Context: an optimization exercise on an open-source flow, tuned for small area and a short achievable clock period. The choices shown serve that exercise and are no tape-out recipe.
The RTL was checked by simulation tests, not by an equivalence proof against the original design.

## flow/design.v (module list and top-level ports; edited modules follow where they fit)
// module NOAA_Module: 4969 lines
module NOAA_Module( CLK, RESET, MODE, TN, SAMPLE, DONE, AVG_SD );
  // ...
==> flow/run.sh <==
#!/bin/bash
# synth_recipe.tcl (not shown) runs the flow's synth.tcl, then flattens the netlist and writes it again
# the make line also repeats each setting of config.mk as NAME=value (left out here)
make -C /OpenROAD-flow-scripts/flow DESIGN_CONFIG=/design/flow/config.mk WORK_HOME=/design/flow/orfs CLKGATE_MAP_FILE= SYNTH_SCRIPT=/design/flow/synth_recipe.tcl finish
==> flow/config.mk <==
export PLATFORM = sky130hd
export DESIGN_NAME = NOAA_Module
export DESIGN_NICKNAME = NOAA_Module
export VERILOG_FILES = /design/flow/design.v
export SDC_FILE = /design/flow/constraint.sdc
export NUM_CORES = 4
export LEC_CHECK = 0
export CAP_MARGIN = 10
export CORE_MARGIN = 2
export CORE_UTILIZATION = 65
export PLACE_DENSITY = 0.75
export SLEW_MARGIN = 10
==> flow/constraint.sdc <==
create_clock -name core_clock -period 250.0 [get_ports {CLK}]
set_input_delay 50.0000 -clock core_clock [delete_from_list [all_inputs] [get_ports {CLK}]]
set_output_delay 50.0000 -clock core_clock [all_outputs]
set_load 0.01 [all_outputs]
==> summary.txt, run 1 <==
Cells and area
  – Commonest non-fill, non-tap cell in the layout: fa_1
  – Largest cell class by area: multi-input combinational cells
  – Non-clock buffer share: 0.0203
  – Comb_multi_in: 2068
  – Num sequential: 278

Yosys
  – Seq/Total Area, Yosys: 0.192
  – Main flop type after synthesis: dfxtp_1
  – Post-synthesis xor/xnor area fraction: 0.0103
  – Mux share of post-synthesis cell area: 0.0559

Placed design
  – Inst Count DP: about 3500
  – Post-DP Area: 0.0316 mm²
  – IO buf count: 28
  – Detailed Place HPWL: 60300 µm

Clocking
  – Clk root buf: clkbuf_16
  – Clock slew at reported path FFs: around 0.070 ns
  – Hold_buf cts: 0

Drt
  – Met3 wire len: 4550 µm
  – Via-to-Cell Ratio: 5.94
  – Antenna Nets Post-Route: 0
  – First-pass DRT Iterations: 5
  – DR WL/cell: 21.2 µm

Timing
  – Setup TNS: 0 ns
  – Final WS setup: 155.34 ns
  – RSZ-0062 raised after global routing: no
  – Slew HR: 0.184

Global routing
  – Initial antenna violation count: 1
  – Vias in the first global route: roughly 23000
  – Routing usage on met1: 0.427
  – Gr ovfl total: 0
  – Met3 GRT Util: 0.0413

Critical path
  – CP Class: register to register
  – Setup crit end: q[11]
  – CP max FO: 23
  – Worst setup SP type: register

Status
  – Status: finished clean
==> run 2: changes to the inputs <==
--- a/flow/config.mk
+++ b/flow/config.mk
@@ -7,6 +7,5 @@
 export LEC_CHECK = 0
-export CAP_MARGIN = 10
+export CAP_MARGIN = 20
 export CORE_MARGIN = 2
-export CORE_UTILIZATION = 65
-export PLACE_DENSITY = 0.75
-export SLEW_MARGIN = 10
+export CORE_UTILIZATION = 40
+export SLEW_MARGIN = 20
==> summary.txt, run 2 <==
Status
  – Status: finished clean

Clocking
  – Hold_buf cts: 0 (unchanged)
  – Post-CTS Resized: 0
  – Longest Clk Path Bufs: 3
  – Clk sinks: 278
  – Cts bufs inserted: 28
  – Clock slew at reported path FFs: 0.07 ns (about the same)
  – Clk root buf: clkbuf_16
  – H-tree lvl count: 1
  – Clock tree from TritonCTS: built
  – Worst skew pair latency: about 0.57 ns
  – Post-CTS Setup Bufs: 0

Cells and area
  – Final Cell Area: between 0.03 and 0.04 mm²
  – Fillers: 7229
  – Largest registers: win: 168 flops, e_r: 26 flops, ss: 26 flops
  – Commonest non-fill, non-tap cells in the layout: fa_1 (639), inv_1 (458), nor2_1 (304), nand2_1 (236), dfxtp_1 (218)
  – Antenna cells: 0
  – Register Area: 0.00587 mm²
  – Max FFs per register: 168
  – Multi-input logic area: roughly 0.023 mm²
  – Post-Route Utilization: 0.437
  – Commonest non-fill, non-tap cell in the layout: fa_1
  – Share of cells above drive strength 1: 0.103
  – # nets final: about 3700
  – P&R area growth vs syn: 8.22%
  – Most flops, register: win

Global routing
  – Vias in the first global route: 22100 (-4.3%)
  – Initial antenna violation count: 5 (+4)
  – GRT Total Usage: 0.202
  – Gr ovfl total: 0 (unchanged)
  – Pin count of the biggest net entering global routing: between 60 and 70
  – First-pass GRT wire length: 124000 µm

Drt
  – Max layer used: met5
  – Met3 wire len: 4510 µm (-0.79%)
  – Via-to-Cell Ratio: 5.21 (-12%)
  – Vias: 20500
  – Antenna Nets Post-Route: 0 (unchanged)
  – Number of DRC markers in iteration 0: around 1400
  – Drt drc: 0
  – Post-Route M1 WL: 34300 µm
  – First-pass DRT Iterations: 7 (+2)
  – Met2 WL: 34400 µm
  – DR WL/cell: 19.0 µm (-10%)
  – Final wirelength: 74900 µm

Yosys
  – Cell taking the most area after synthesis: fa_1
  – Distinct cells, synth: 110
  – Flops & latches, synth: 278
  – Commonest cells in the netlist: fa_1 (639), inv_1 (459), nor2_1 (304), nand2_1 (236), dfxtp_1 (218)
  – Syn_nets: around 3700
  – Number of flops mapped to enable cells by yosys: 0
  – Main flop type after synthesis: dfxtp_1
  – Mean post-synth cell area: 10.5 µm²
  – Post-synthesis xor/xnor area fraction: 0.0103 (unchanged)
  – Ys async rst share: 0.216
  – Top cell type's share of synthesized area: 0.418
  – Count leader, synth: fa_1
  – Seq/Total Area, Yosys: 0.192 (unchanged)
  – Post-Synthesis Cells: 2918
  – Synth Cell Area: 0.0306 mm²
  – Simple-gate share of the synthesized area: 0.116
  – Largest family of logic cells by synthesized area: adder cells
  – Mux share of post-synthesis cell area: 0.0559 (unchanged)
  – Synth top area cells: fa_1 (42%), dfxtp_1 (14%), ha_1 (5.8%)
  – Synth warn: 2
  – Complex-gate fraction of the synthesized area: 0.0790
  – Adder-cell area share of the yosys netlist: 0.476

Die
  – CORE AREA: between 0.07 and 0.08 mm²
  – IO Count: 29
  – Die area: slightly below 0.08 mm²
  – Initial Util: 0.404
  – Die Wd: 281 µm
  – DIE HEIGHT: 281 µm
  – Site row count: ~100

Timing
  – Min Tclk post-route: roughly 94 ns
  – Crit share post-route: 0.376
  – Layout Skew: approximately 0.021 ns
  – Setup TNS: 0 ns (unchanged)
  – Slew HR: 0.332 (+0.148)
  – RSZ-0062 raised after global routing: no
  – Max Clock Freq: 10.6 MHz
  – Measured slew at the worst slew-check pin: 1.00 ns
  – Final WS setup: 156.01 ns (+0.664 ns)
  – Slew Limit Fails: 0
  – # setup viols final: 0
  – Hold Violations, Final: 0

Critical path
  – Slowest-stage cell, CP: or4_1
  – Worst path max stage delay: 0.76 ns
  – Critical path's top delay family: adder cells
  – Crit end category: register
  – CP most frequent cell: fa_1
  – CP max FO: 24 (+4.3%)
  – CP Class: register to register
  – Worst EP required: 250.49 ns
  – Critical path buffers and inverters: 32
  – Worst setup SP type: register
  – Worst path arrival time: 94.49 ns

Placed design
  – Detailed Place HPWL: 60000 µm (-0.61%)
  – IO buf count: 28 (unchanged)
  – Placer Congestion: around 0.9
  – Post-DP Area: 0.0322 mm² (+1.8%)
  – Pre-CTS setup slack: 156.17 ns

Run
  – Max_cap viols: 0

Hold path
  – Hold crit path type: register to register
## run 2: through the flow
| step | hold slack, ns | instances |
|---|---|---|
| floorplan | 0.310 | 2918 |
| global placement | 0.310 | 3887 |
| detailed placement | 0.312 | 3887 |
| CTS | 0.322 | 3939 |
| global route | 0.326 | 3939 |
| finish | 0.318 | 3939 |
## run 2: cell type report
type / instances / area share
inverter: 471 / 0.0534
clock buffer: 33 / 0.0233
tap: 978 / 0.0369
multi-input combinational: 2068 / 0.681
timing repair buffer: 92 / 0.0230
sequential: 278 / 0.177
clock inverter: 19 / 0.00480
## run 2: worst paths after layout
| path | start | end | slack (ns) | cells after the start |
|---|---|---|---|---|
| setup reg to reg | n[2] | q[11] | 156.01 | 303 |
| min in group asynchronous | RESET | s[5] | 50.04 | 3 |
| hold / removal | win[3][2] | win[4][2] | 0.32 | 0 |
| hold reg to reg | win[3][2] | win[4][2] | 0.32 | 0 |
| setup / recovery | n[2] | q[11] | 156.01 | 303 |
| max in group asynchronous | RESET | q[1] | 199.31 | 3 |
## run 2: cells by family after synthesis
| group | count (synthesis) |
|---|---|
| compound gates | 318 |
| buf+inv | 572 |
| flops | 278 |
| simple gates | 778 |
| mux | 156 |
| xor+xnor | 36 |
| fa+ha+maj | 780 |
## run 2: layer usage
metal | track usage | vias to the layer above
met3 | 0.0337 | 95
met5 | 0 | -
met1 | 0.289 | 10600
met2 | 0.322 | 581
li1 | - | 9291
met4 | 0.0435 | 2
## run 2: worst reg2reg max path, delay by kind of cell, from the launching register on
family	cells	cell delay [ns]
buffers and inverters	32	4.48
multiplexers	4	1.56
AO/OA/AOI/OAI	40	6.94
AND/OR/NAND/NOR	39	8.00
flip-flops	1	0.34
adder cells (fa/ha/maj)	187	72.42
XOR/XNOR	1	0.13

[separate check: timing with driven ports]
No port has a modelled driver above. Below, the same layouts with a new extraction and two added sets of constraints.
Step 1: set_driving_cell puts a clkbuf_16 on CLK and a buf_2 on each other input, an assumption about the parent block.
Step 2 adds t to the input delays and takes it off the output delays; t is the mean of the earliest and latest rising clock arrival at the registers after step 1. Input paths then give back, and output paths get back, about the clock's delay inside the block.
Three values: ideal ports, drivers, drivers and shift; two values: the first two.
run | t, ns | slack for setup (ns) | hold WS [ns] | worst setup path at the end | worst data-port slew with drivers (ns)
run 1 | 0.637 | 155.341 / 155.341 / 155.341 | 0.324 / 0.324 / 0.324 | register to register | 0.04
run 2 | 0.630 | 156.005 / 156.005 / 156.005 | 0.318 / 0.318 / 0.318 | register to register | 0.03
After both steps every run listed still meets setup and hold.
